Background: an optimization exercise with open tools, aiming at small area. Do not read the settings as production practice.
No functional check of the RTL was part of this run.

<file path="flow/config.mk">
export PLATFORM = sky130hd
export DESIGN_NAME = alu
export DESIGN_NICKNAME = alu
export VERILOG_FILES = /design/flow/design.v
export SDC_FILE = /design/flow/constraint.sdc
export NUM_CORES = 8
export LEC_CHECK = 0
export CAP_MARGIN = 20
export CORE_MARGIN = 2
export CORE_UTILIZATION = 60
export CTS_BUF_LIST = sky130_fd_sc_hd__clkbuf_4
export CTS_CLUSTER_DIAMETER = 200
export CTS_CLUSTER_SIZE = 20
export GPL_TIMING_DRIVEN = 0
export PLACE_DENSITY = 0.8
export SLEW_MARGIN = 20
</file>
<file path="flow/constraint.sdc">
create_clock -name core_clock -period 7.0 [get_ports {i_clk}]
set_input_delay 1.4000 -clock core_clock [delete_from_list [all_inputs] [get_ports {i_clk}]]
set_output_delay 1.4000 -clock core_clock [all_outputs]
set_load 0.01 [all_outputs]
</file>
<file path="flow/flow/run.sh">
#!/bin/bash
set -euo pipefail
W=$PWD
export FLOW_WORK=$W
export FLOW_ABC_SCRIPT=$W/flow/area.abc
LIB=$FLOW_HOME/platforms/sky130hd/lib/sky130_fd_sc_hd__tt_025C_1v80.lib

# impl.v must do what design.v does: prove it before laying it out
cat > equiv.ys <<EOY
read_liberty -ignore_miss_func $LIB
read_verilog -sv $W/design.v
rename alu gold
read_verilog -sv $W/flow/impl.v
proc; flatten; opt_clean
rename alu gate
miter -equiv -flatten -make_assert gold gate miter
hierarchy -top miter
flatten; async2sync; opt -fast
sat -verify -prove-asserts -set-init-zero -seq 2 -show-inputs miter
EOY
yosys -l equiv.log -q -s equiv.ys > /dev/null

MK=(make -C "$FLOW_HOME" DESIGN_CONFIG="$W/config.mk" WORK_HOME="$W/orfs"
    CLKGATE_MAP_FILE= SYNTH_SCRIPT="$W/flow/synth.tcl"
    VERILOG_FILES="$W/flow/impl.v" ADDER_MAP_FILE=
    "BUFFER_PORTS_ARGS=-buffer_cell sky130_fd_sc_hd__buf_1")
"${MK[@]}" synth > make_synth.log 2>&1
"${MK[@]}" finish > make_finish.log 2>&1
R=$W/orfs/results/sky130hd/alu/base
: # left out here: write the final layout as DEF
</file>
<file path="flow/flow/impl.v">
// generated by gen/gen.py (impl )
module alu (
	input			i_clk,
	input			i_rst_n,
	input			i_valid,
	input	signed	[7:0]	i_data_a,
	input	signed	[7:0]	i_data_b,
	input		[2:0]	i_inst,
	output			o_valid,
	output		[7:0]	o_data
);
reg		o_valid_r;
reg	[7:0]	o_data_r;
reg	[7:0]	res;

assign o_valid = o_valid_r;
assign o_data  = o_data_r;

wire [7:0] a = i_data_a;
wire [7:0] b = i_data_b;

// add / sub / compare share one ripple adder; s8 is the true sign
wire       sub = i_inst[0];
wire [7:0] bx  = b ^ {8{sub}};
wire [8:0] cy;
wire [7:0] s;
assign cy[0] = sub;
genvar gi;
generate for (gi = 0; gi < 8; gi = gi + 1) begin : g_add
	assign s[gi] = a[gi] ^ bx[gi] ^ cy[gi];
	assign cy[gi+1] = (a[gi] & bx[gi]) | (a[gi] & cy[gi]) | (bx[gi] & cy[gi]);
end endgenerate
wire       aovf = cy[8] ^ cy[7];
wire       s8   = s[7] ^ aovf;
// multiply: pr = (a*b + 15 + (a*b >= 0)) >> 5, saturated
	wire pp1 = a[0] & b[0];
	wire pp2 = a[0] & b[1];
	wire pp3 = a[0] & b[2];
	wire pp4 = a[0] & b[3];
	wire pp5 = a[0] & b[4];
	wire pp6 = a[0] & b[5];
	wire pp7 = a[0] & b[6];
	wire pp8 = ~(a[0] & b[7]);
	wire pp9 = a[1] & b[0];
	wire pp10 = a[1] & b[1];
	wire pp11 = a[1] & b[2];
	wire pp12 = a[1] & b[3];
	wire pp13 = a[1] & b[4];
	wire pp14 = a[1] & b[5];
	wire pp15 = a[1] & b[6];
	wire pp16 = ~(a[1] & b[7]);
	wire pp17 = a[2] & b[0];
	wire pp18 = a[2] & b[1];
	wire pp19 = a[2] & b[2];
	wire pp20 = a[2] & b[3];
	wire pp21 = a[2] & b[4];
	wire pp22 = a[2] & b[5];
	wire pp23 = a[2] & b[6];
	wire pp24 = ~(a[2] & b[7]);
	wire pp25 = a[3] & b[0];
	wire pp26 = a[3] & b[1];
	wire pp27 = a[3] & b[2];
	wire pp28 = a[3] & b[3];
	wire pp29 = a[3] & b[4];
	wire pp30 = a[3] & b[5];
	wire pp31 = a[3] & b[6];
	wire pp32 = ~(a[3] & b[7]);
	wire pp33 = a[4] & b[0];
	wire pp34 = a[4] & b[1];
	wire pp35 = a[4] & b[2];
	wire pp36 = a[4] & b[3];
	wire pp37 = a[4] & b[4];
	wire pp38 = a[4] & b[5];
	wire pp39 = a[4] & b[6];
	wire pp40 = ~(a[4] & b[7]);
	wire pp41 = a[5] & b[0];
	wire pp42 = a[5] & b[1];
	wire pp43 = a[5] & b[2];
	wire pp44 = a[5] & b[3];
	wire pp45 = a[5] & b[4];
	wire pp46 = a[5] & b[5];
	wire pp47 = a[5] & b[6];
	wire pp48 = ~(a[5] & b[7]);
	wire pp49 = a[6] & b[0];
	wire pp50 = a[6] & b[1];
	wire pp51 = a[6] & b[2];
	wire pp52 = a[6] & b[3];
	wire pp53 = a[6] & b[4];
	wire pp54 = a[6] & b[5];
	wire pp55 = a[6] & b[6];
	wire pp56 = ~(a[6] & b[7]);
	wire pp57 = ~(a[7] & b[0]);
	wire pp58 = ~(a[7] & b[1]);
	wire pp59 = ~(a[7] & b[2]);
	wire pp60 = ~(a[7] & b[3]);
	wire pp61 = ~(a[7] & b[4]);
	wire pp62 = ~(a[7] & b[5]);
	wire pp63 = ~(a[7] & b[6]);
	wire pp64 = a[7] & b[7];
	wire nx65 = ~(a[7] ^ b[7]);
	wire kc66 = nx65 | pp1;
	wire kc67 = pp2 | pp9;
	wire ks68 = ~(pp2 ^ pp9);
	wire ac69 = kc66 & ks68;
	wire kc70 = pp10 | pp17;
	wire ks71 = ~(pp10 ^ pp17);
	wire fs72, fc73;
	sky130_fd_sc_hd__fa_1 u_fs72 (.A(pp3), .B(kc67), .CIN(ks71), .SUM(fs72), .COUT(fc73));
	wire ac74 = ac69 & fs72;
	wire kc75 = pp11 | pp18;
	wire ks76 = ~(pp11 ^ pp18);
	wire fs77, fc78;
	sky130_fd_sc_hd__fa_1 u_fs77 (.A(pp25), .B(pp4), .CIN(kc70), .SUM(fs77), .COUT(fc78));
	wire fs79, fc80;
	sky130_fd_sc_hd__fa_1 u_fs79 (.A(ks76), .B(fs77), .CIN(fc73), .SUM(fs79), .COUT(fc80));
	wire ac81 = ac74 & fs79;
	wire fs82, fc83;
	sky130_fd_sc_hd__fa_1 u_fs82 (.A(pp12), .B(pp19), .CIN(pp26), .SUM(fs82), .COUT(fc83));
	wire fs84, fc85;
	sky130_fd_sc_hd__fa_1 u_fs84 (.A(pp33), .B(pp5), .CIN(kc75), .SUM(fs84), .COUT(fc85));
	wire fs86, fc87;
	sky130_fd_sc_hd__fa_1 u_fs86 (.A(fs82), .B(fc78), .CIN(fs84), .SUM(fs86), .COUT(fc87));
	wire mc88 = (fc80 & fs86) | (fc80 & ac81) | (fs86 & ac81);
	wire fs89, fc90;
	sky130_fd_sc_hd__fa_1 u_fs89 (.A(pp13), .B(pp20), .CIN(pp27), .SUM(fs89), .COUT(fc90));
	wire fs91, fc92;
	sky130_fd_sc_hd__fa_1 u_fs91 (.A(pp34), .B(pp41), .CIN(pp6), .SUM(fs91), .COUT(fc92));
	wire fs93, fc94;
	sky130_fd_sc_hd__fa_1 u_fs93 (.A(fc83), .B(fs89), .CIN(fs91), .SUM(fs93), .COUT(fc94));
	wire fs95, fc96;
	sky130_fd_sc_hd__fa_1 u_fs95 (.A(fc85), .B(fs93), .CIN(fc87), .SUM(fs95), .COUT(fc96));
	wire fs97, fc98;
	sky130_fd_sc_hd__fa_1 u_fs97 (.A(pp14), .B(pp21), .CIN(pp28), .SUM(fs97), .COUT(fc98));
	wire fs99, fc100;
	sky130_fd_sc_hd__fa_1 u_fs99 (.A(pp35), .B(pp42), .CIN(pp49), .SUM(fs99), .COUT(fc100));
	wire fs101, fc102;
	sky130_fd_sc_hd__fa_1 u_fs101 (.A(pp7), .B(fc90), .CIN(fc92), .SUM(fs101), .COUT(fc102));
	wire fs103, fc104;
	sky130_fd_sc_hd__fa_1 u_fs103 (.A(fs97), .B(fs99), .CIN(fc94), .SUM(fs103), .COUT(fc104));
	wire fs105, fc106;
	sky130_fd_sc_hd__fa_1 u_fs105 (.A(fs101), .B(fs103), .CIN(fc96), .SUM(fs105), .COUT(fc106));
	wire fs107, fc108;
	sky130_fd_sc_hd__fa_1 u_fs107 (.A(pp15), .B(pp22), .CIN(pp29), .SUM(fs107), .COUT(fc108));
	wire fs109, fc110;
	sky130_fd_sc_hd__fa_1 u_fs109 (.A(pp36), .B(pp43), .CIN(pp50), .SUM(fs109), .COUT(fc110));
	wire fs111, fc112;
	sky130_fd_sc_hd__fa_1 u_fs111 (.A(pp57), .B(pp8), .CIN(fc100), .SUM(fs111), .COUT(fc112));
	wire fs113, fc114;
	sky130_fd_sc_hd__fa_1 u_fs113 (.A(fc98), .B(fs107), .CIN(fs109), .SUM(fs113), .COUT(fc114));
	wire fs115, fc116;
	sky130_fd_sc_hd__fa_1 u_fs115 (.A(fc102), .B(fs111), .CIN(fs113), .SUM(fs115), .COUT(fc116));
	wire fs117, fc118;
	sky130_fd_sc_hd__fa_1 u_fs117 (.A(fc104), .B(fs115), .CIN(fc106), .SUM(fs117), .COUT(fc118));
	wire kc119 = pp16 | pp23;
	wire ks120 = ~(pp16 ^ pp23);
	wire fs121, fc122;
	sky130_fd_sc_hd__fa_1 u_fs121 (.A(pp30), .B(pp37), .CIN(pp44), .SUM(fs121), .COUT(fc122));
	wire fs123, fc124;
	sky130_fd_sc_hd__fa_1 u_fs123 (.A(pp51), .B(pp58), .CIN(ks120), .SUM(fs123), .COUT(fc124));
	wire fs125, fc126;
	sky130_fd_sc_hd__fa_1 u_fs125 (.A(fc108), .B(fc110), .CIN(fs121), .SUM(fs125), .COUT(fc126));
	wire fs127, fc128;
	sky130_fd_sc_hd__fa_1 u_fs127 (.A(fs123), .B(fc112), .CIN(fc114), .SUM(fs127), .COUT(fc128));
	wire fs129, fc130;
	sky130_fd_sc_hd__fa_1 u_fs129 (.A(fs125), .B(fs127), .CIN(fc116), .SUM(fs129), .COUT(fc130));
	wire fs131, fc132;
	sky130_fd_sc_hd__fa_1 u_fs131 (.A(pp24), .B(pp31), .CIN(pp38), .SUM(fs131), .COUT(fc132));
	wire fs133, fc134;
	sky130_fd_sc_hd__fa_1 u_fs133 (.A(pp45), .B(pp52), .CIN(pp59), .SUM(fs133), .COUT(fc134));
	wire fs135, fc136;
	sky130_fd_sc_hd__fa_1 u_fs135 (.A(kc119), .B(fc122), .CIN(fs131), .SUM(fs135), .COUT(fc136));
	wire fs137, fc138;
	sky130_fd_sc_hd__fa_1 u_fs137 (.A(fs133), .B(fc124), .CIN(fc126), .SUM(fs137), .COUT(fc138));
	wire fs139, fc140;
	sky130_fd_sc_hd__fa_1 u_fs139 (.A(fs135), .B(fc128), .CIN(fs137), .SUM(fs139), .COUT(fc140));
	wire fs141, fc142;
	sky130_fd_sc_hd__fa_1 u_fs141 (.A(pp32), .B(pp39), .CIN(pp46), .SUM(fs141), .COUT(fc142));
	wire fs143, fc144;
	sky130_fd_sc_hd__fa_1 u_fs143 (.A(pp53), .B(pp60), .CIN(fc132), .SUM(fs143), .COUT(fc144));
	wire fs145, fc146;
	sky130_fd_sc_hd__fa_1 u_fs145 (.A(fc134), .B(fs141), .CIN(fs143), .SUM(fs145), .COUT(fc146));
	wire fs147, fc148;
	sky130_fd_sc_hd__fa_1 u_fs147 (.A(fc136), .B(fs145), .CIN(fc138), .SUM(fs147), .COUT(fc148));
	wire fs149, fc150;
	sky130_fd_sc_hd__fa_1 u_fs149 (.A(pp40), .B(pp47), .CIN(pp54), .SUM(fs149), .COUT(fc150));
	wire fs151, fc152;
	sky130_fd_sc_hd__fa_1 u_fs151 (.A(pp61), .B(fc142), .CIN(fs149), .SUM(fs151), .COUT(fc152));
	wire fs153, fc154;
	sky130_fd_sc_hd__fa_1 u_fs153 (.A(fc144), .B(fs151), .CIN(fc146), .SUM(fs153), .COUT(fc154));
	wire fs155, fc156;
	sky130_fd_sc_hd__fa_1 u_fs155 (.A(pp48), .B(pp55), .CIN(pp62), .SUM(fs155), .COUT(fc156));
	wire fs157, fc158;
	sky130_fd_sc_hd__fa_1 u_fs157 (.A(fc150), .B(fs155), .CIN(fc152), .SUM(fs157), .COUT(fc158));
	wire fs159, fc160;
	sky130_fd_sc_hd__fa_1 u_fs159 (.A(pp56), .B(pp63), .CIN(fc156), .SUM(fs159), .COUT(fc160));
	wire cp161 = fs95 ^ mc88;
	wire cg162 = fs95 & mc88;
	wire cp163 = fs105 ^ 1'b0;
	wire cg164 = fs105 & 1'b0;
	wire cp165 = fs117 ^ 1'b0;
	wire cg166 = fs117 & 1'b0;
	wire cp167 = fs129 ^ fc118;
	wire cg168 = fs129 & fc118;
	wire cp169 = fc130 ^ fs139;
	wire cg170 = fc130 & fs139;
	wire cp171 = fc140 ^ fs147;
	wire cg172 = fc140 & fs147;
	wire cp173 = fs153 ^ fc148;
	wire cg174 = fs153 & fc148;
	wire cp175 = fs157 ^ fc154;
	wire cg176 = fs157 & fc154;
	wire cp177 = fs159 ^ fc158;
	wire cg178 = fs159 & fc158;
	wire cp179 = pp64 ^ fc160;
	wire cg180 = pp64 & fc160;
	wire cp181 = 1'b0 ^ 1'b0;
	wire cg182 = 1'b0 & 1'b0;
	wire ps183 = cp161 ^ 1'b0;
	wire pc184 = cg162 | (cp161 & 1'b0);
	wire ps185 = cp163 ^ pc184;
	wire pc186 = cg164 | (cp163 & pc184);
	wire ps187 = cp165 ^ pc186;
	wire pc188 = cg166 | (cp165 & pc186);
	wire ps189 = cp167 ^ pc188;
	wire pc190 = cg168 | (cp167 & pc188);
	wire ps191 = cp169 ^ pc190;
	wire pc192 = cg170 | (cp169 & pc190);
	wire ps193 = cp171 ^ pc192;
	wire pc194 = cg172 | (cp171 & pc192);
	wire ps195 = cp173 ^ pc194;
	wire pc196 = cg174 | (cp173 & pc194);
	wire ps197 = cp175 ^ pc196;
	wire pc198 = cg176 | (cp175 & pc196);
	wire ps199 = cp177 ^ pc198;
	wire pc200 = cg178 | (cp177 & pc198);
	wire ps201 = cp179 ^ pc200;
	wire pc202 = cg180 | (cp179 & pc200);
	wire ps203 = cp181 ^ pc202;
	wire pc204 = cg182 | (cp181 & pc202);
	wire p15205 = ~ps203;
	wire o1206 = (cp175 ^ 1'b0) | (cp177 ^ (cg176 | (cp175 & 1'b0))) | (cp179 ^ (cg178 | (cp177 & (cg176 | (cp175 & 1'b0))))) | ~(cp181 ^ (cg180 | (cp179 & (cg178 | (cp177 & (cg176 | (cp175 & 1'b0)))))));
	wire o2207 = (cp175 ^ 1'b0) & (cp177 ^ (cg176 | (cp175 & 1'b0))) & (cp179 ^ (cg178 | (cp177 & (cg176 | (cp175 & 1'b0))))) & ~(cp181 ^ (cg180 | (cp179 & (cg178 | (cp177 & (cg176 | (cp175 & 1'b0)))))));
	wire o1208 = (cp175 ^ 1'b1) | (cp177 ^ (cg176 | (cp175 & 1'b1))) | (cp179 ^ (cg178 | (cp177 & (cg176 | (cp175 & 1'b1))))) | ~(cp181 ^ (cg180 | (cp179 & (cg178 | (cp177 & (cg176 | (cp175 & 1'b1)))))));
	wire o2209 = (cp175 ^ 1'b1) & (cp177 ^ (cg176 | (cp175 & 1'b1))) & (cp179 ^ (cg178 | (cp177 & (cg176 | (cp175 & 1'b1))))) & ~(cp181 ^ (cg180 | (cp179 & (cg178 | (cp177 & (cg176 | (cp175 & 1'b1)))))));
	wire movf210 = pc196 ? (o1208 & ~o2209) : (o1206 & ~o2207);
wire [15:5] pr = {p15205, ps201, ps199, ps197, ps195, ps193, ps191, ps189, ps187, ps185, ps183};
wire       msgn = a[7] ^ b[7];
wire       movf = movf210;

// sigmoid
wire       sg_hi  = ~a[7] & a[6];
wire       sg_mid = ~(a[7] ^ a[6]);
wire [7:0] sig_res = {2'b00, sg_hi, sg_mid & ~a[6], a[5:2] & {4{sg_mid}}};

wire [15:0] rr = {a, a} >> b[2:0];
wire [7:0] ror_res = rr[7:0];

wire [7:0] as_res = aovf ? {s8, {7{~s8}}} : s;
wire [7:0] min_res = s8 ? a : b;
wire [7:0] mul_res = movf ? {msgn, {7{~msgn}}} : pr[12:5];
reg  [7:0] oth;
always @(*) begin
	case (i_inst)
		3'd0, 3'd1: oth = as_res;
		3'd3: oth = ~(a & b);
		3'd4: oth = ~(a ^ b);
		3'd5: oth = sig_res;
		3'd6: oth = ror_res;
		default: oth = min_res;
	endcase
	res = (i_inst == 3'd2) ? mul_res : oth;
end
always @(posedge i_clk or negedge i_rst_n) begin
	if (!i_rst_n)
		o_valid_r <= 1'b0;
	else
		o_valid_r <= i_valid;
end

always @(posedge i_clk)
	o_data_r <= res;

endmodule
</file>
<file path="flow/design.v">
module alu (
	input			i_clk,
	input			i_rst_n,
	input			i_valid,
	input	signed	[7:0]	i_data_a,
	input	signed	[7:0]	i_data_b,
	input		[2:0]	i_inst,
	output			o_valid,
	output		[7:0]	o_data
);
reg		o_valid_r;
reg	[7:0]	o_data_r;
reg	[7:0]	res;
assign o_valid = o_valid_r;
assign o_data  = o_data_r;
wire [7:0] a = i_data_a;
wire [7:0] b = i_data_b;
wire       sub = i_inst[0];
wire [7:0] bx  = b ^ {8{sub}};
wire [8:0] cy;
wire [7:0] s;
assign cy[0] = sub;
genvar gi;
generate for (gi = 0; gi < 8; gi = gi + 1) begin : g_add
	assign s[gi] = a[gi] ^ bx[gi] ^ cy[gi];
	assign cy[gi+1] = (a[gi] & bx[gi]) | (a[gi] & cy[gi]) | (bx[gi] & cy[gi]);
end endgenerate
wire       aovf = cy[8] ^ cy[7];
wire       s8   = s[7] ^ aovf;
	wire pp1 = a[0] & b[0];
	wire pp2 = a[0] & b[1];
	wire pp3 = a[0] & b[2];
	wire pp4 = a[0] & b[3];
	wire pp5 = a[0] & b[4];
	wire pp6 = a[0] & b[5];
	wire pp7 = a[0] & b[6];
	wire pp8 = ~(a[0] & b[7]);
	wire pp9 = a[1] & b[0];
	wire pp10 = a[1] & b[1];
	wire pp11 = a[1] & b[2];
	wire pp12 = a[1] & b[3];
	wire pp13 = a[1] & b[4];
	wire pp14 = a[1] & b[5];
	wire pp15 = a[1] & b[6];
	wire pp16 = ~(a[1] & b[7]);
	wire pp17 = a[2] & b[0];
	wire pp18 = a[2] & b[1];
	wire pp19 = a[2] & b[2];
	wire pp20 = a[2] & b[3];
	wire pp21 = a[2] & b[4];
	wire pp22 = a[2] & b[5];
	wire pp23 = a[2] & b[6];
	wire pp24 = ~(a[2] & b[7]);
	wire pp25 = a[3] & b[0];
	wire pp26 = a[3] & b[1];
	wire pp27 = a[3] & b[2];
	wire pp28 = a[3] & b[3];
	wire pp29 = a[3] & b[4];
	wire pp30 = a[3] & b[5];
	wire pp31 = a[3] & b[6];
	wire pp32 = ~(a[3] & b[7]);
	wire pp33 = a[4] & b[0];
	wire pp34 = a[4] & b[1];
	wire pp35 = a[4] & b[2];
	wire pp36 = a[4] & b[3];
	wire pp37 = a[4] & b[4];
	wire pp38 = a[4] & b[5];
	wire pp39 = a[4] & b[6];
	wire pp40 = ~(a[4] & b[7]);
	wire pp41 = a[5] & b[0];
	wire pp42 = a[5] & b[1];
	wire pp43 = a[5] & b[2];
	wire pp44 = a[5] & b[3];
	wire pp45 = a[5] & b[4];
	wire pp46 = a[5] & b[5];
	wire pp47 = a[5] & b[6];
	wire pp48 = ~(a[5] & b[7]);
	wire pp49 = a[6] & b[0];
	wire pp50 = a[6] & b[1];
	wire pp51 = a[6] & b[2];
	wire pp52 = a[6] & b[3];
	wire pp53 = a[6] & b[4];
	wire pp54 = a[6] & b[5];
	wire pp55 = a[6] & b[6];
	wire pp56 = ~(a[6] & b[7]);
	wire pp57 = ~(a[7] & b[0]);
	wire pp58 = ~(a[7] & b[1]);
	wire pp59 = ~(a[7] & b[2]);
	wire pp60 = ~(a[7] & b[3]);
	wire pp61 = ~(a[7] & b[4]);
	wire pp62 = ~(a[7] & b[5]);
	wire pp63 = ~(a[7] & b[6]);
	wire pp64 = a[7] & b[7];
	wire nx65 = ~(a[7] ^ b[7]);
	wire kc66 = nx65 | pp1;
	wire kc67 = pp2 | pp9;
	wire ks68 = ~(pp2 ^ pp9);
	wire ac69 = kc66 & ks68;
	wire kc70 = pp10 | pp17;
	wire ks71 = ~(pp10 ^ pp17);
	wire fs72 = pp3 ^ kc67 ^ ks71;
	wire fc73 = (pp3 & kc67) | (pp3 & ks71) | (kc67 & ks71);
	wire ac74 = ac69 & fs72;
	wire kc75 = pp11 | pp18;
	wire ks76 = ~(pp11 ^ pp18);
	wire fs77 = pp25 ^ pp4 ^ kc70;
	wire fc78 = (pp25 & pp4) | (pp25 & kc70) | (pp4 & kc70);
	wire fs79 = ks76 ^ fs77 ^ fc73;
	wire fc80 = (ks76 & fs77) | (ks76 & fc73) | (fs77 & fc73);
	wire ac81 = ac74 & fs79;
	wire fs82 = pp12 ^ pp19 ^ pp26;
	wire fc83 = (pp12 & pp19) | (pp12 & pp26) | (pp19 & pp26);
	wire fs84 = pp33 ^ pp5 ^ kc75;
	wire fc85 = (pp33 & pp5) | (pp33 & kc75) | (pp5 & kc75);
	wire fs86 = fs82 ^ fc78 ^ fs84;
	wire fc87 = (fs82 & fc78) | (fs82 & fs84) | (fc78 & fs84);
	wire mc88 = (fc80 & fs86) | (fc80 & ac81) | (fs86 & ac81);
	wire fs89 = pp13 ^ pp20 ^ pp27;
	wire fc90 = (pp13 & pp20) | (pp13 & pp27) | (pp20 & pp27);
	wire fs91 = pp34 ^ pp41 ^ pp6;
	wire fc92 = (pp34 & pp41) | (pp34 & pp6) | (pp41 & pp6);
	wire fs93 = fc83 ^ fs89 ^ fs91;
	wire fc94 = (fc83 & fs89) | (fc83 & fs91) | (fs89 & fs91);
	wire fs95 = fc85 ^ fs93 ^ fc87;
	wire fc96 = (fc85 & fs93) | (fc85 & fc87) | (fs93 & fc87);
	wire fs97 = pp14 ^ pp21 ^ pp28;
	wire fc98 = (pp14 & pp21) | (pp14 & pp28) | (pp21 & pp28);
	wire fs99 = pp35 ^ pp42 ^ pp49;
	wire fc100 = (pp35 & pp42) | (pp35 & pp49) | (pp42 & pp49);
	wire fs101 = pp7 ^ fc90 ^ fc92;
	wire fc102 = (pp7 & fc90) | (pp7 & fc92) | (fc90 & fc92);
	wire fs103 = fs97 ^ fs99 ^ fc94;
	wire fc104 = (fs97 & fs99) | (fs97 & fc94) | (fs99 & fc94);
	wire fs105 = fs101 ^ fs103 ^ fc96;
	wire fc106 = (fs101 & fs103) | (fs101 & fc96) | (fs103 & fc96);
	wire fs107 = pp15 ^ pp22 ^ pp29;
	wire fc108 = (pp15 & pp22) | (pp15 & pp29) | (pp22 & pp29);
	wire fs109 = pp36 ^ pp43 ^ pp50;
	wire fc110 = (pp36 & pp43) | (pp36 & pp50) | (pp43 & pp50);
	wire fs111 = pp57 ^ pp8 ^ fc100;
	wire fc112 = (pp57 & pp8) | (pp57 & fc100) | (pp8 & fc100);
	wire fs113 = fc98 ^ fs107 ^ fs109;
	wire fc114 = (fc98 & fs107) | (fc98 & fs109) | (fs107 & fs109);
	wire fs115 = fc102 ^ fs111 ^ fs113;
	wire fc116 = (fc102 & fs111) | (fc102 & fs113) | (fs111 & fs113);
	wire fs117 = fc104 ^ fs115 ^ fc106;
	wire fc118 = (fc104 & fs115) | (fc104 & fc106) | (fs115 & fc106);
	wire kc119 = pp16 | pp23;
	wire ks120 = ~(pp16 ^ pp23);
	wire fs121 = pp30 ^ pp37 ^ pp44;
	wire fc122 = (pp30 & pp37) | (pp30 & pp44) | (pp37 & pp44);
	wire fs123 = pp51 ^ pp58 ^ ks120;
	wire fc124 = (pp51 & pp58) | (pp51 & ks120) | (pp58 & ks120);
	wire fs125 = fc108 ^ fc110 ^ fs121;
	wire fc126 = (fc108 & fc110) | (fc108 & fs121) | (fc110 & fs121);
	wire fs127 = fs123 ^ fc112 ^ fc114;
	wire fc128 = (fs123 & fc112) | (fs123 & fc114) | (fc112 & fc114);
	wire fs129 = fs125 ^ fs127 ^ fc116;
	wire fc130 = (fs125 & fs127) | (fs125 & fc116) | (fs127 & fc116);
	wire fs131 = pp24 ^ pp31 ^ pp38;
	wire fc132 = (pp24 & pp31) | (pp24 & pp38) | (pp31 & pp38);
	wire fs133 = pp45 ^ pp52 ^ pp59;
	wire fc134 = (pp45 & pp52) | (pp45 & pp59) | (pp52 & pp59);
	wire fs135 = kc119 ^ fc122 ^ fs131;
	wire fc136 = (kc119 & fc122) | (kc119 & fs131) | (fc122 & fs131);
	wire fs137 = fs133 ^ fc124 ^ fc126;
	wire fc138 = (fs133 & fc124) | (fs133 & fc126) | (fc124 & fc126);
	wire fs139 = fs135 ^ fc128 ^ fs137;
	wire fc140 = (fs135 & fc128) | (fs135 & fs137) | (fc128 & fs137);
	wire fs141 = pp32 ^ pp39 ^ pp46;
	wire fc142 = (pp32 & pp39) | (pp32 & pp46) | (pp39 & pp46);
	wire fs143 = pp53 ^ pp60 ^ fc132;
	wire fc144 = (pp53 & pp60) | (pp53 & fc132) | (pp60 & fc132);
	wire fs145 = fc134 ^ fs141 ^ fs143;
	wire fc146 = (fc134 & fs141) | (fc134 & fs143) | (fs141 & fs143);
	wire fs147 = fc136 ^ fs145 ^ fc138;
	wire fc148 = (fc136 & fs145) | (fc136 & fc138) | (fs145 & fc138);
	wire fs149 = pp40 ^ pp47 ^ pp54;
	wire fc150 = (pp40 & pp47) | (pp40 & pp54) | (pp47 & pp54);
	wire fs151 = pp61 ^ fc142 ^ fs149;
	wire fc152 = (pp61 & fc142) | (pp61 & fs149) | (fc142 & fs149);
	wire fs153 = fc144 ^ fs151 ^ fc146;
	wire fc154 = (fc144 & fs151) | (fc144 & fc146) | (fs151 & fc146);
	wire fs155 = pp48 ^ pp55 ^ pp62;
	wire fc156 = (pp48 & pp55) | (pp48 & pp62) | (pp55 & pp62);
	wire fs157 = fc150 ^ fs155 ^ fc152;
	wire fc158 = (fc150 & fs155) | (fc150 & fc152) | (fs155 & fc152);
	wire fs159 = pp56 ^ pp63 ^ fc156;
	wire fc160 = (pp56 & pp63) | (pp56 & fc156) | (pp63 & fc156);
	wire cp161 = fs95 ^ mc88;
	wire cg162 = fs95 & mc88;
	wire cp163 = fs105 ^ 1'b0;
	wire cg164 = fs105 & 1'b0;
	wire cp165 = fs117 ^ 1'b0;
	wire cg166 = fs117 & 1'b0;
	wire cp167 = fs129 ^ fc118;
	wire cg168 = fs129 & fc118;
	wire cp169 = fc130 ^ fs139;
	wire cg170 = fc130 & fs139;
	wire cp171 = fc140 ^ fs147;
	wire cg172 = fc140 & fs147;
	wire cp173 = fs153 ^ fc148;
	wire cg174 = fs153 & fc148;
	wire cp175 = fs157 ^ fc154;
	wire cg176 = fs157 & fc154;
	wire cp177 = fs159 ^ fc158;
	wire cg178 = fs159 & fc158;
	wire cp179 = pp64 ^ fc160;
	wire cg180 = pp64 & fc160;
	wire cp181 = 1'b0 ^ 1'b0;
	wire cg182 = 1'b0 & 1'b0;
	wire ps183 = cp161 ^ 1'b0;
	wire pc184 = cg162 | (cp161 & 1'b0);
	wire ps185 = cp163 ^ pc184;
	wire pc186 = cg164 | (cp163 & pc184);
	wire ps187 = cp165 ^ pc186;
	wire pc188 = cg166 | (cp165 & pc186);
	wire ps189 = cp167 ^ pc188;
	wire pc190 = cg168 | (cp167 & pc188);
	wire ps191 = cp169 ^ pc190;
	wire pc192 = cg170 | (cp169 & pc190);
	wire ps193 = cp171 ^ pc192;
	wire pc194 = cg172 | (cp171 & pc192);
	wire ps195 = cp173 ^ pc194;
	wire pc196 = cg174 | (cp173 & pc194);
	wire ps197 = cp175 ^ pc196;
	wire pc198 = cg176 | (cp175 & pc196);
	wire ps199 = cp177 ^ pc198;
	wire pc200 = cg178 | (cp177 & pc198);
	wire ps201 = cp179 ^ pc200;
	wire pc202 = cg180 | (cp179 & pc200);
	wire ps203 = cp181 ^ pc202;
	wire pc204 = cg182 | (cp181 & pc202);
	wire p15205 = ~ps203;
	wire o1206 = (cp175 ^ 1'b0) | (cp177 ^ (cg176 | (cp175 & 1'b0))) | (cp179 ^ (cg178 | (cp177 & (cg176 | (cp175 & 1'b0))))) | ~(cp181 ^ (cg180 | (cp179 & (cg178 | (cp177 & (cg176 | (cp175 & 1'b0)))))));
	wire o2207 = (cp175 ^ 1'b0) & (cp177 ^ (cg176 | (cp175 & 1'b0))) & (cp179 ^ (cg178 | (cp177 & (cg176 | (cp175 & 1'b0))))) & ~(cp181 ^ (cg180 | (cp179 & (cg178 | (cp177 & (cg176 | (cp175 & 1'b0)))))));
	wire o1208 = (cp175 ^ 1'b1) | (cp177 ^ (cg176 | (cp175 & 1'b1))) | (cp179 ^ (cg178 | (cp177 & (cg176 | (cp175 & 1'b1))))) | ~(cp181 ^ (cg180 | (cp179 & (cg178 | (cp177 & (cg176 | (cp175 & 1'b1)))))));
	wire o2209 = (cp175 ^ 1'b1) & (cp177 ^ (cg176 | (cp175 & 1'b1))) & (cp179 ^ (cg178 | (cp177 & (cg176 | (cp175 & 1'b1))))) & ~(cp181 ^ (cg180 | (cp179 & (cg178 | (cp177 & (cg176 | (cp175 & 1'b1)))))));
	wire movf210 = pc196 ? (o1208 & ~o2209) : (o1206 & ~o2207);
wire [15:5] pr = {p15205, ps201, ps199, ps197, ps195, ps193, ps191, ps189, ps187, ps185, ps183};
wire       msgn = a[7] ^ b[7];
wire       movf = movf210;
wire       sg_hi  = ~a[7] & a[6];
wire       sg_mid = ~(a[7] ^ a[6]);
wire [7:0] sig_res = {2'b00, sg_hi, sg_mid & ~a[6], a[5:2] & {4{sg_mid}}};
wire [15:0] rr = {a, a} >> b[2:0];
wire [7:0] ror_res = rr[7:0];
wire [7:0] as_res = aovf ? {s8, {7{~s8}}} : s;
wire [7:0] min_res = s8 ? a : b;
wire [7:0] mul_res = movf ? {msgn, {7{~msgn}}} : pr[12:5];
reg  [7:0] oth;
always @(*) begin
	case (i_inst)
		3'd0, 3'd1: oth = as_res;
		3'd3: oth = ~(a & b);
		3'd4: oth = ~(a ^ b);
		3'd5: oth = sig_res;
		3'd6: oth = ror_res;
		default: oth = min_res;
	endcase
	res = (i_inst == 3'd2) ? mul_res : oth;
end
always @(posedge i_clk or negedge i_rst_n) begin
	if (!i_rst_n)
		o_valid_r <= 1'b0;
	else
		o_valid_r <= i_valid;
end
always @(posedge i_clk)
	o_data_r <= res;
endmodule
</file>
<file path="flow/flow/area.abc">
strash
balance; rewrite; refactor; balance; rewrite; rewrite -z; balance; refactor -z; rewrite -z; balance
balance; rewrite; refactor; balance; rewrite; rewrite -z; balance; refactor -z; rewrite -z; balance
dch -f
amap
</file>
<file path="flow/standard.sh">
#!/bin/bash
# synth_recipe.tcl (not shown) runs the flow's synth.tcl, then flattens the netlist and writes it again
# the make line also repeats each setting of config.mk as NAME=value (left out here)
make -C /OpenROAD-flow-scripts/flow DESIGN_CONFIG=/design/flow/config.mk WORK_HOME=/design/flow/orfs CLKGATE_MAP_FILE= SYNTH_SCRIPT=/design/flow/synth_recipe.tcl "${@:-finish}"
</file>
<file path="flow/flow/synth.tcl">
proc abc {args} {
  set i [lsearch -exact $args -script]
  if {$i >= 0 && ![string match "*-fast*" $args]} {
    lset args [expr {$i + 1}] $::env(FLOW_ABC_SCRIPT)
    set j [lsearch -exact $args -D]
    if {$j >= 0} { set args [lreplace $args $j [expr {$j + 1}]] }
  }
  puts "abc (flow wrapper): $args"
  yosys abc {*}$args
}
source $::env(FLOW_WORK)/synth_recipe.tcl
</file>
==> impl_metrics.env <==
export IMPL_seq_area_um2=185
export IMPL_p_sw_w=0.000297
export IMPL_dp_hpwl_um=6120
export IMPL_route_detailed_drc=0
export IMPL_antenna_found_initial=0
export IMPL_final_nets=454
export IMPL_stdcell_count=440
export IMPL_mappedNetlistArea_um2=2550
export IMPL_core_area_um2=4060
export IMPL_cts_sinks=9
export IMPL_cts_tree="yes"
export IMPL_dp_cells=426
export IMPL_grt_ovfl_total=0
export IMPL_worstPathArrival_ns=6.91
export IMPL_synthDistinctLibCells=30
export IMPL_synthXorXnorAreaFrac=0
export IMPL_ir_drop_v=0.000218
export IMPL_htree_num_levels=1
export IMPL_fmax_ghz=0.148
export IMPL_fill_cells=356
export IMPL_avgViaCountPerCell=6.80
export IMPL_powerDensity_nw_per_um2=192
export IMPL_synth_top_family_by_area="compound AO/OA/AOI/OAI gates"
export IMPL_clkPwrFrac=0.079
export IMPL_first_global_vias=2837
export IMPL_leakagePower_nw=1.05
export IMPL_drv_cap=0
export IMPL_synth_compound_area_frac=0.324
export IMPL_dpl_cell_area_um2=2720
export IMPL_start_util=0.628
export IMPL_p_int_w=0.000256
export IMPL_vias=2994
export IMPL_cts_buffers=3
export IMPL_row_count=23
export IMPL_synth_avg_cell_area_um2=7.36
export IMPL_synthAdderAreaFrac=0.322
export IMPL_endpoint_kind="flop"
export IMPL_sequentialPowerShare=0.117
export IMPL_drtIter0Drc=547
export IMPL_io_pins=31
export IMPL_antenna_cells=0
export IMPL_slew_viol_final=0
export IMPL_design_area_um2=2880
export IMPL_ant_nets=0
export IMPL_routed_wl_um=8130
export IMPL_fin_crit_ns=6.78
export IMPL_yosys_area_share_simple=0.225
export IMPL_ys_flop_type="dfxtp_1"
export IMPL_cp_start_kind="input port"
export IMPL_syn_inst=346
export IMPL_grtUsageTotal=0.343
export IMPL_die_h_um=69.2
export IMPL_synth_edf_count=0
export IMPL_synth_fp_nets=409
export IMPL_cp_required_ns=7.13
export IMPL_grt_first_pass_wirelength_um=13400
export IMPL_wl_per_cell_um=18.5
export IMPL_finalSetupViolCount=0
export IMPL_worst_path_max_fanout=8
export IMPL_multi_input_area_um2=2230
export IMPL_max_slew_margin_rel=0.281
export IMPL_status="timing/DRC/antenna clean"
export IMPL_clock_path_buffers=2
export IMPL_clkTransAtPathRegs_ns=0.06
export IMPL_cts_root_buf="clkbuf_4"
export IMPL_synth_seq_cells=9
export IMPL_final_layout_size_suffix_gt1_frac=0.0769
export IMPL_pwr_share_comb=0.804
export IMPL_path_class="in2reg"
export IMPL_fin_crit_sh=0.968
export IMPL_hold_violations=0
export IMPL_die_area_um2=4780
export IMPL_synthMuxAreaShare=0
export IMPL_worst_slew_pin_slew_ns=1.07
export IMPL_grt_max_degree=17
export IMPL_hold_slack_ns=0.891
export IMPL_die_w_um=69.2
export IMPL_place_congestion=1.01
export IMPL_firstDrtPassIters=6
export IMPL_power_w=0.000553
export IMPL_yosys_warnings=1
export IMPL_synthArstFlopShare=0.111
export IMPL_switching_share=0.536
export IMPL_area_delta_synth_final_pct=13.1
export IMPL_worst_hold_path_type="in2async"
export IMPL_io_buffers=30
export IMPL_ys_seq_area_frac=0.0727
[cells in the final DEF (no fill, tap or decap), types with 2 or more instances in the layout]
cell,n
buf_1,27
nor3_1,7
o21ai_0,24
a21oi_1,13
a21boi_0,4
o32ai_1,2
o31ai_1,2
fa_1,41
o221a_1,7
dfxtp_1,8
o22a_1,9
nand2_1,38
nor2_1,70
o2111ai_1,2
clkbuf_4,4
or2_0,7
clkbuf_2,2
a31oi_1,14
o22ai_1,21
clkinv_2,2
o221ai_1,9
nor2b_1,2
clkinvlp_4,8
o21a_1,8
a22oi_1,3
buf_4,10
clkinv_1,27
or3_1,2
nor4_1,6
[path summary, 6_finish.rpt]
path	from	to	cells past startpoint
max in group asynchronous	i_rst_n	o_valid_r	1
worst max-delay path	i_data_a[2]	o_data_r[5]	22
worst min-delay path	i_rst_n	o_valid_r	1
min in group core_clock	i_valid	o_valid_r	1
[stage by stage]
stage	util	setup slack, ns	setup TNS (ns)
finish	0.710	0.222	0
global route	0.710	-0.0219	-0.0273
CTS	0.682	0.0470	0
detailed placement	0.671	-0.908	-6.99
global placement	0.671	-1.10	-8.50
floorplan	-	0.908	0
[power by group through the flow]
stage                     sequential [W]  combinational (W)  clock [W]
after floorplan                0.0000728           0.000306          0
after global placement         0.0000659           0.000402          0
after detailed placement       0.0000662           0.000424          0
after CTS                      0.0000650           0.000430  0.0000457
after global routing           0.0000663           0.000502  0.0000482
final                          0.0000649           0.000445  0.0000436
[Yosys cell counts, types with 2 or more instances]
library cell	count	area, um^2
nor2_1	70	263
fa_1	41	821
nand2_1	39	146
clkinv_1	38	143
o21ai_0	25	125
o22ai_1	21	131
a31oi_1	14	87.6
a21oi_1	13	65.1
o221ai_1	9	78.8
o22a_1	9	78.8
dfxtp_1	8	160
o21a_1	8	60.1
nor3_1	7	35.0
o221a_1	7	78.8
or2_0	7	43.8
nor4_1	6	37.5
a21boi_0	4	30.0
a22oi_1	3	22.5
nor2b_1	2	12.5
o2111ai_1	2	17.5
o31ai_1	2	15.0
o32ai_1	2	17.5
or3_1	2	12.5
[critical path, cell delays in order]
cell,delay (ns)
buf_1,0.36
clkinvlp_4,0.24
nor2_1,0.29
fa_1,0.50
fa_1,0.44
fa_1,0.40
fa_1,0.42
fa_1,0.43
o22ai_1,0.19
or2_0,0.17
o21ai_0,0.14
nand2_1,0.11
o21ai_0,0.11
nand2_1,0.09
o21ai_0,0.12
nand2_1,0.09
o21ai_0,0.13
or3_1,0.44
nand2_2,0.25
o21ai_4,0.15
a31oi_1,0.32
a31oi_1,0.10
[area by class of cell]
type,instances,share of cell area
multi-input combinational,299,0.775
timing repair buffer,40,0.0665
sequential,9,0.0643
inverter,38,0.0617
tap,50,0.0217
clock buffer,4,0.0104
[routing by layer]
metal,GRT usage,up-vias,part of all wire
met3,0.0614,33,0.11
met1,0.478,1405,0.39
met2,0.538,216,0.47
li1,-,1340,-
met5,0,-,0
met4,0.124,0,0.034
[kinds of logic (layout without fill, tap and decap cells)]
logic type	Yosys count	in the layout
AOI/OAI and AO/OA	121	121
adders and majority gates	41	41
buffers and inverters	38	82
DFF	9	9
and+or+nand+nor	137	137
[state kept, by name, indices dropped and copies added (netlist names)]
register   cells
o_data_r       8
o_valid_r      1
[timing repair]
item,in CTS,in global routing
setup buffers,0,10
pin swaps,0,0
gates resized for setup,6,12
setup endpoints to repair,8,8
hold buffers,0,0

separate check: timing with driven ports:
The results above use ideal ports. As a check the final layout listed here was re-extracted and re-timed, cells and wires unchanged.
Step 1 assumes that a clkbuf_16 drives the clock port and a buf_2 every other input.
Step 2, shift: input delay + t, output delay - t, t = (earliest + latest rising clock arrival at the registers) / 2. This alone moves slack from input paths to output paths.
Slacks: no drivers / after step 1 / after step 2; pairs: no drivers / after step 1.
shift t [ns]: 0.279
setup WS [ns]: 0.222 / 0.220 / -0.059
worst hold slack (ns): 0.891 / 0.897 / 1.176
worst setup path at the end: input to register
clock arrival spread, ns: 0.005 / 0.004
Met with ideal ports but missed after step 2: setup timing in this run. The setup slack of this run moves by -0.002 ns with the drivers and by -0.281 ns with both steps.
